What follows belongs to an exercise in optimizing a design on an open flow for small area and a short achievable clock period; a production flow would make more cautious choices. In this exercise RTL edits were held to simulation tests only and were not proved equivalent to the original. Power figures rest on the tool's default switching activity, not on a simulated workload.

==> wip/juniper <==
## multiplierTree
module multiplierTree (
    input clk,
    input rst,
    input en,
    input [31:0] a,
    input [31:0] b,
    output reg [63:0] c
);
reg [31:0] A;
reg [31:0] B;
wire [63:0] prod;
wire load = en & ~rst;
wire hold = ~en & ~rst;
wire [31:0] nA;
wire [31:0] nB;
wire [63:0] nc;
regnext #(32) nxA (load, hold, a, A, nA);
regnext #(32) nxB (load, hold, b, B, nB);
regnext #(64) nxc (load, hold, prod, c, nc);
always @(posedge clk)
begin
    A <= nA;
    B <= nB;
    c <= nc;
end
wallace M64 (A, B, prod);
endmodule
export LEC_CHECK = 0
export CAP_MARGIN = 20
export CORE_MARGIN = 2
export CORE_UTILIZATION = 60
export CTS_BUF_LIST = sky130_fd_sc_hd__clkbuf_8
export SETUP_SLACK_MARGIN = 2.6
export SLEW_MARGIN = 20
export SYNTH_HIERARCHICAL = 1
create_clock -name core_clock -period 9.0 [get_ports {clk}]
standard.sh (not shown) runs the stock make flow with config.mk's settings and CLKGATE_MAP_FILE= SYNTH_SCRIPT=/design/flow/synth_recipe.tcl, a recipe that flattens the netlist after the stock synthesis.
==> flow/flow/run.sh <==
#!/bin/bash
# Standard synthesis and layout; before placement every cell is set to its
# smallest drive (flow/downsize.tcl) so that repair sizes up only what timing needs.
set -euo pipefail
here=$(pwd)
bash standard.sh synth > synth.log 2>&1
export POST_FLOORPLAN_TCL=$here/flow/downsize.tcl
bash standard.sh finish POST_FLOORPLAN_TCL=$here/flow/downsize.tcl > layout.log 2>&1
==> flow/flow/downsize.tcl <==
# Set every standard cell to the smallest drive of its function before
# placement; repair_design and repair_timing then size up what needs it.
set db [ord::get_db]
set smallest [dict create]
foreach lib [$db getLibs] {
  foreach m [$lib getMasters] {
    set n [$m getName]
    if {![regexp {^(sky130_fd_sc_hd__[a-z0-9]+)_([0-9]+)$} $n -> base drv]} { continue }
    if {[string match "*lpflow*" $n] || [string match "*probe*" $n]} { continue }
    set a [expr {[$m getWidth] * [$m getHeight]}]
    if {![dict exists $smallest $base]} {
      dict set smallest $base [list $m $a $drv]
    } else {
      lassign [dict get $smallest $base] bm ba bd
      if {$a < $ba || ($a == $ba && $drv > $bd)} {
        dict set smallest $base [list $m $a $drv]
      }
    }
  }
}
set count 0
foreach inst [[ord::get_db_block] getInsts] {
  set m [$inst getMaster]
  set n [$m getName]
  if {![regexp {^(sky130_fd_sc_hd__[a-z0-9]+)_([0-9]+)$} $n -> base drv]} { continue }
  if {[string match "*df*" $base] || [string match "*clkbuf*" $base]} { continue }
  if {![dict exists $smallest $base]} { continue }
  set sm [lindex [dict get $smallest $base] 0]
  if {[$sm getName] ne $n} {
    $inst swapMaster $sm
    incr count
  }
}
puts "downsize: swapped $count instances"
==> wip/fjord (differences from wip/juniper) <==
--- a/flow/config.mk
+++ b/flow/config.mk
@@ -9,6 +9,6 @@
 export CORE_MARGIN = 2
 export CORE_UTILIZATION = 60
 export CTS_BUF_LIST = sky130_fd_sc_hd__clkbuf_8
-export SETUP_SLACK_MARGIN = 2.6
+export SETUP_SLACK_MARGIN = 2.3
 export SLEW_MARGIN = 20
 export SYNTH_HIERARCHICAL = 1
==> wip/yarrow (differences from wip/juniper) <==
==> flow/flow/run.sh (replaced) <==
#!/bin/bash
# Standard synthesis and layout, with two changes: before placement every
# cell is set to its smallest drive (flow/downsize.tcl) so that repair sizes
# up only what timing needs, and the port buffers are buf_1 cells.
set -euo pipefail
here=$(pwd)
bash standard.sh synth > synth.log 2>&1
export POST_FLOORPLAN_TCL=$here/flow/downsize.tcl
export BUFFER_PORTS_ARGS="-buffer_cell sky130_fd_sc_hd__buf_1"
bash standard.sh finish "POST_FLOORPLAN_TCL=$POST_FLOORPLAN_TCL" "BUFFER_PORTS_ARGS=$BUFFER_PORTS_ARGS" > layout.log 2>&1
--- a/flow/config.mk
+++ b/flow/config.mk
@@ -9,6 +9,6 @@
 export CORE_MARGIN = 2
 export CORE_UTILIZATION = 60
 export CTS_BUF_LIST = sky130_fd_sc_hd__clkbuf_8
-export SETUP_SLACK_MARGIN = 2.6
+export SETUP_SLACK_MARGIN = 2.3
 export SLEW_MARGIN = 20
 export SYNTH_HIERARCHICAL = 1
==> comparison table <==
	wip/fjord	wip/juniper	wip/yarrow
Worst-path clk slew	0.10 ns	0.08 ns	0.08 ns
Critical Path Slowest Stage Cell	sky130_fd_sc_hd__o21ai_1	sky130_fd_sc_hd__fa_1	sky130_fd_sc_hd__fa_1
Post-Place Setup Slack	1.58 ns	1.72 ns	1.79 ns
TritonRoute pass-1 iters	9	8	6
Combinational power share	0.885	0.889	0.884
Routed WL per cell	27.3 um	29.0 um	28.7 um
Final Power	11.1 mW	11.9 mW	11.4 mW
Detailed-route via count	22,301	22,934	22,195
Hold slack	0.469 ns	0.468 ns	0.470 ns
Detail Route met3 WL	12,400 um	13,800 um	13,500 um
Layout fillers	3,416	3,340	3,496
GR Layer Usage met2	0.599	0.621	0.626
Run status	finished clean	finished clean	finished clean
Pwr per Cell Area	396 nW/um2	413 nW/um2	418 nW/um2
Global router's overall resource usage	0.408	0.428	0.426
Number of buffers outside the clock class in the layout	232	275	230

[re-timing with driven ports]
The flow's constraints put no driver on any port. The routed layouts listed below were extracted and timed again, unchanged, in two steps.
Step 1: set_driving_cell puts a clkbuf_16 on clk and a buf_2 on each other input, an assumption about the parent block.
Step 2 moves the port delays by t, midway between the first and last clock arrival at a register: inputs arrive t later, outputs are due t later. That takes back most of the time a late clock gives input paths.
a / b / c = no drivers / after step 1 / after step 2; a / b = the first two.
run | shift t [ns] | slack for setup (ns) | latest minus earliest clock arrival (ns) | slew at the worst register clock pin (ns) | worst data-port slew with drivers (ns)
wip/juniper | 0.604 | 2.777 / 2.777 / 2.777 | 0.022 / 0.022 | 0.09 / 0.09 | 0.04
wip/fjord | 0.589 | 2.457 / 2.457 / 2.457 | 0.027 / 0.027 | 0.10 / 0.10 | 0.04
wip/yarrow | 0.592 | 2.477 / 2.477 / 2.477 | 0.020 / 0.020 | 0.09 / 0.09 | 0.04
After both steps setup and hold are still met in every run listed.
